Context: an optimization exercise on an open-source flow, tuned for small area. The choices shown serve that exercise and are no tape-out recipe.
The RTL was checked by simulation tests, not by an equivalence proof against the original design.
The clock port is modelled as an ideal driver; clocking choices that lean on that would not hold on a real chip.
No activity file was given, so power comes from the tool's default toggle rates.

Setup of rev 12:
==> module tm1638, before the edit <==
module tm1638 (clk, en1, reset, stb, dio, sclk, data_check, light_chuc1, light_dv1, light_chuc2, light_dv2, light1, light2);
input clk, en1, reset;
output reg stb, dio, sclk;
output reg [7:0] data_check;
input [3:0] light_chuc1, light_dv1, light_chuc2, light_dv2;
input [1:0] light1, light2;
localparam [127:0] SSEG = {48'h0, 8'h6f, 8'h7f, 8'h07, 8'h7d, 8'h6d, 8'h66, 8'h4f, 8'h5b, 8'h06, 8'h3f};
localparam [31:0] TLIGHT = {8'h08, 8'h40, 8'h01, 8'h00};
reg [2:0] ng;       
reg [1:0] nslot;    
wire [2:0] g = ~ng;
wire [1:0] slot = ~nslot;
reg [3:0] i;
reg [19:0] hold;    
reg [3:0] cur;      
wire cmdg = g[2] & g[1];
wire byte_slot = (slot == 2'd1) | (slot == 2'd2 & ~cmdg);
always @(posedge clk or posedge reset)
	if (reset) begin
		ng <= 3'd0;
		nslot <= 2'd0;
	end else if (en1 & (~byte_slot | (i == 4'd15))) begin
		if (slot == 2'd3 | (slot == 2'd2 & g == 3'd6)) begin
			nslot <= 2'd3;
			case (g)
				3'd5: ng <= 3'd0;
				3'd6: ng <= 3'd7;
				3'd7: ng <= 3'd1;
				default: ng <= ~(g + 3'd1);
			endcase
		end else
			nslot <= ~(slot + 2'd1);
	end
always @(posedge clk)
	if (~byte_slot)
		i <= 4'd0;
	else if (en1)
		i <= i + 4'd1;
wire [5:0] pos = {g == 3'd5, g == 3'd4, g == 3'd3, g == 3'd2, g == 3'd1, g == 3'd0};
wire live = en1 & byte_slot;
wire win02 = g[2] & g[0];
wire win35 = g == 3'd7;
always @(posedge clk) if (win02 | live & pos[0]) hold[3:0] <= light_chuc1;
always @(posedge clk) if (win02 | live & pos[1]) hold[7:4] <= light_dv1;
always @(posedge clk) if (win02 | live & pos[2]) hold[9:8] <= light1;
always @(posedge clk) if (win35 | live & pos[3]) hold[13:10] <= light_chuc2;
always @(posedge clk) if (win35 | live & pos[4]) hold[17:14] <= light_dv2;
always @(posedge clk) if (win35 | live & pos[5]) hold[19:18] <= light2;
wire [3:0] hsel;
assign hsel[1:0] = g[2] ? (g[0] ? hold[19:18] : hold[15:14]) :
                   g[1] ? (g[0] ? hold[11:10] : hold[9:8]) :
                          (g[0] ? hold[5:4] : hold[1:0]);
assign hsel[3:2] = g[2] ? hold[17:16] : g[1] ? hold[13:12] :
                   g[0] ? hold[7:6] : hold[3:2];
always @(posedge clk)
	if (en1 & (slot == 2'd0))
		cur <= hsel;
wire light_pos = (g == 3'd2) | (g == 3'd5);
wire [7:0] live_b;
genvar k;
generate for (k = 0; k < 8; k = k + 1) begin : dc
	assign live_b[k] = light_pos ? TLIGHT[{hsel[1:0], k[2:0]}] : SSEG[{hsel, k[2:0]}];
end endgenerate
wire hold_bit = light_pos ? TLIGHT[{cur[1:0], i[3:1]}] : SSEG[{cur, i[3:1]}];
reg [7:0] cbyte;
always @(*) begin
	if (cmdg)
		cbyte = g[0] ? 8'h8f : 8'h44;
	else
		cbyte = {4'hc, g, 1'b0};
	sclk = byte_slot ? i[0] : 1'b1;
	data_check = ~byte_slot ? 8'h00 : (slot == 2'd1) ? cbyte : live_b;
	dio = ~byte_slot ? (g == 3'd7 && slot == 2'd2) : (slot == 2'd1) ? cbyte[i[3:1]] : hold_bit;
	stb = (slot == 2'd3) | (slot == 2'd2 & cmdg);
end
endmodule
export LEC_CHECK = 0
export CAP_MARGIN = 20
export CORE_MARGIN = 2
export CORE_UTILIZATION = 40
export GPL_TIMING_DRIVEN = 0
export PLACE_DENSITY = 0.95
export SLEW_MARGIN = 20
create_clock -name core_clock -period 5.0 [get_ports {clk_50M}]
standard.sh (not shown) runs the stock make flow with config.mk's settings and CLKGATE_MAP_FILE= SYNTH_SCRIPT=/design/flow/synth_recipe.tcl, a recipe that flattens the netlist after the stock synthesis.
==> flow/flow/run.sh <==
#!/bin/bash
# Layout flow:
#  1. the standard synthesis, then a second synthesis (flow/synth.tcl) that
#     differs only in its combinational mapping. Its registers are renamed to
#     the standard synthesis's names (flow/regs.py, matched by the net each
#     drives), and it is kept only if it then has exactly the same registers
#     (names and cell types); otherwise the standard netlist is used.
#  2. the standard placement, with the smallest buffer (buf_1) on the ports.
#  3. clock tree (flow/clock.tcl): one to four clock buffers fed by the clock
#     port, each driving a group of nearby registers; the smallest choice
#     whose estimated clock-pin slew is under 112 ps is kept.
#  4. the standard routing and finishing.
# Each step's output goes to its own log file in this folder.
set -euo pipefail
RES=orfs/results/$FLOW_PLATFORM/mainblock/base
PORTBUF='BUFFER_PORTS_ARGS=-buffer_cell sky130_fd_sc_hd__buf_1'
bash standard.sh synth > synth_standard.log 2>&1
mkdir -p keep
cp $RES/1_2_yosys.v $RES/1_2_yosys.sdc $RES/1_synth.odb $RES/1_synth.sdc keep/
python3 flow/regs.py list keep/1_2_yosys.v > regs_standard.txt
rm -f $RES/1_2_yosys.v $RES/1_2_yosys.sdc $RES/1_synth.odb $RES/1_synth.sdc
if bash standard.sh SYNTH_SCRIPT=$PWD/flow/synth.tcl synth > synth_own.log 2>&1 \
   && python3 flow/regs.py rename keep/1_2_yosys.v $RES/1_2_yosys.v own_renamed.v \
   && cp own_renamed.v $RES/1_2_yosys.v && rm -f $RES/1_synth.odb $RES/1_synth.sdc \
   && bash standard.sh synth > synth_own_odb.log 2>&1 \
   && python3 flow/regs.py list $RES/1_2_yosys.v > regs_own.txt \
   && cmp -s regs_standard.txt regs_own.txt; then
  echo "own synthesis kept" > synth_choice.log
else
  echo "own synthesis dropped, standard synthesis used" > synth_choice.log
  cp keep/* $RES/
fi
bash standard.sh "$PORTBUF" place > place.log 2>&1
export RES
export LIB=$FLOW_HOME/platforms/sky130hd/lib/sky130_fd_sc_hd__tt_025C_1v80.lib
export SETRC=$FLOW_HOME/platforms/sky130hd/setRC.tcl
export CLKPORT=clk_50M
ok=0
for cfg in "3 clkbuf_4" "1 clkbuf_16" "2 clkbuf_8" "4 clkbuf_4" "3 clkbuf_8" "4 clkbuf_8" "4 clkbuf_16"; do
  set -- $cfg
  CLK_GROUPS=$1 CLKBUF=sky130_fd_sc_hd__$2 openroad -no_init -exit flow/clock.tcl > clock_$1_$2.log 2>&1
  s=$(sed -n 's/^max clk slew //p' clock_$1_$2.log)
  if awk -v s="$s" 'BEGIN{exit !(s < 0.112)}'; then ok=1; break; fi
done
[[ $ok == 1 ]]
bash standard.sh "$PORTBUF" finish > finish.log 2>&1
Other scripts of this flow, unchanged in this note and not shown: flow/flow/abc.script, flow/flow/clock.tcl, flow/flow/regs.py, flow/flow/synth.tcl
#### Input delta (rev 13 over rev 12)
==> flow/design.v, changed modules only <==
module tm1638 (clk, en1, reset, stb, dio, sclk, data_check, light_chuc1, light_dv1, light_chuc2, light_dv2, light1, light2);
input clk, en1, reset;
output reg stb, dio, sclk;
output reg [7:0] data_check;
input [3:0] light_chuc1, light_dv1, light_chuc2, light_dv2;
input [1:0] light1, light2;
localparam [127:0] SSEG = {48'h0, 8'h6f, 8'h7f, 8'h07, 8'h7d, 8'h6d, 8'h66, 8'h4f, 8'h5b, 8'h06, 8'h3f};
localparam [31:0] TLIGHT = {8'h08, 8'h40, 8'h01, 8'h00};
reg [2:0] ng;       
reg [1:0] nslot;    
wire [2:0] g = ~ng;
wire [1:0] slot = ~nslot;
reg [3:0] i;
reg [19:0] hold;    
reg [3:0] cur;      
wire cmdg = g[2] & g[1];
wire byte_slot = (slot == 2'd1) | (slot == 2'd2 & ~cmdg);
always @(posedge clk or posedge reset)
	if (reset) begin
		ng <= 3'd0;
		nslot <= 2'd0;
	end else if (en1 & (~byte_slot | (i == 4'd15))) begin
		if (slot == 2'd3 | (slot == 2'd2 & g == 3'd6)) begin
			nslot <= 2'd3;
			case (g)
				3'd5: ng <= 3'd0;
				3'd6: ng <= 3'd7;
				3'd7: ng <= 3'd1;
				default: ng <= ~(g + 3'd1);
			endcase
		end else
			nslot <= ~(slot + 2'd1);
	end
always @(posedge clk)
	if (~byte_slot)
		i <= 4'd0;
	else if (en1)
		i <= i + 4'd1;
always @(posedge clk)
	if (g[2] & g[0])
		hold[9:0] <= {light1, light_dv1, light_chuc1};
always @(posedge clk)
	if (g == 3'd7)
		hold[19:10] <= {light2, light_dv2, light_chuc2};
always @(posedge clk)
	if (en1) begin
		cur[1:0] <= g[2] ? (g[0] ? light2 : light_dv2[1:0]) :
		            g[1] ? (g[0] ? light_chuc2[1:0] : light1) :
		                   (g[0] ? light_dv1[1:0] : light_chuc1[1:0]);
		cur[3:2] <= g[2] ? light_dv2[3:2] : g[1] ? light_chuc2[3:2] :
		            g[0] ? light_dv1[3:2] : light_chuc1[3:2];
	end
wire [3:0] hsel;
assign hsel[1:0] = g[2] ? (g[0] ? hold[19:18] : hold[15:14]) :
                   g[1] ? (g[0] ? hold[11:10] : hold[9:8]) :
                          (g[0] ? hold[5:4] : hold[1:0]);
assign hsel[3:2] = g[2] ? hold[17:16] : g[1] ? hold[13:12] :
                   g[0] ? hold[7:6] : hold[3:2];
wire light_pos = (g == 3'd2) | (g == 3'd5);
wire [7:0] cur_b;
genvar k;
generate for (k = 0; k < 8; k = k + 1) begin : dc
	assign cur_b[k] = light_pos ? TLIGHT[{cur[1:0], k[2:0]}] : SSEG[{cur, k[2:0]}];
end endgenerate
wire hold_bit = light_pos ? TLIGHT[{hsel[1:0], i[3:1]}] : SSEG[{hsel, i[3:1]}];
reg [7:0] cbyte;
always @(*) begin
	if (cmdg)
		cbyte = g[0] ? 8'h8f : 8'h44;
	else
		cbyte = {4'hc, g, 1'b0};
	sclk = byte_slot ? i[0] : 1'b1;
	data_check = ~byte_slot ? 8'h00 : (slot == 2'd1) ? cbyte : cur_b;
	dio = ~byte_slot ? (g == 3'd7 && slot == 2'd2) : (slot == 2'd1) ? cbyte[i[3:1]] : hold_bit;
	stb = (slot == 2'd3) | (slot == 2'd2 & cmdg);
end
endmodule
Findings:
Rev 13 against rev 12: synthesized-area fraction occupied by and/or/nand/nor cells has decreased; worst setup slack shows an increase of 90 ps; synthesized-area fraction occupied by ao, oa, aoi and oai cells higher; total non-filler cell area in the finished layout shows an increase of 2.5%. Die area: rev 12 and rev 13 compared, higher one is rev 13. Rev 12 → rev 13: combined area of the multi-input logic cells climbed 50 um^2, total power divided by cell area fell about 0.8%, arrival time reported for the critical path endpoint decreased 90 ps, detailed-route wire length +22%. Compared with rev 12, width of the chip in rev 13 increased slightly. As far as non-clock buffer area fraction after layout is concerned, rev 12 and rev 13 perform about the same.

## afterwards: timing with drivers on the ports
The flow's constraints put no driver on any port. The routed layouts listed below were extracted and timed again, unchanged, in two steps. Step 1 assumes that a clkbuf_16 drives the clock port and a buf_2 every other input. Step 2 moves the port delays by t, midway between the first and last clock arrival at a register: inputs arrive t later, outputs are due t later. That takes back most of the time a late clock gives input paths. Three values: ideal ports, drivers, drivers and shift; two values: the first two.
run	t, ns	setup slack, ns	hold WS [ns]	clock arrival spread, ns	cell pins on the clock port's net
rev 12	0.202	0.460 / 0.414 / 0.616	0.390 / 0.390 / 0.390	0.016 / 0.015	4
rev 13	0.200	0.549 / 0.506 / 0.706	0.399 / 0.399 / 0.399	0.007 / 0.007	4
After both steps every run listed still meets setup and hold.
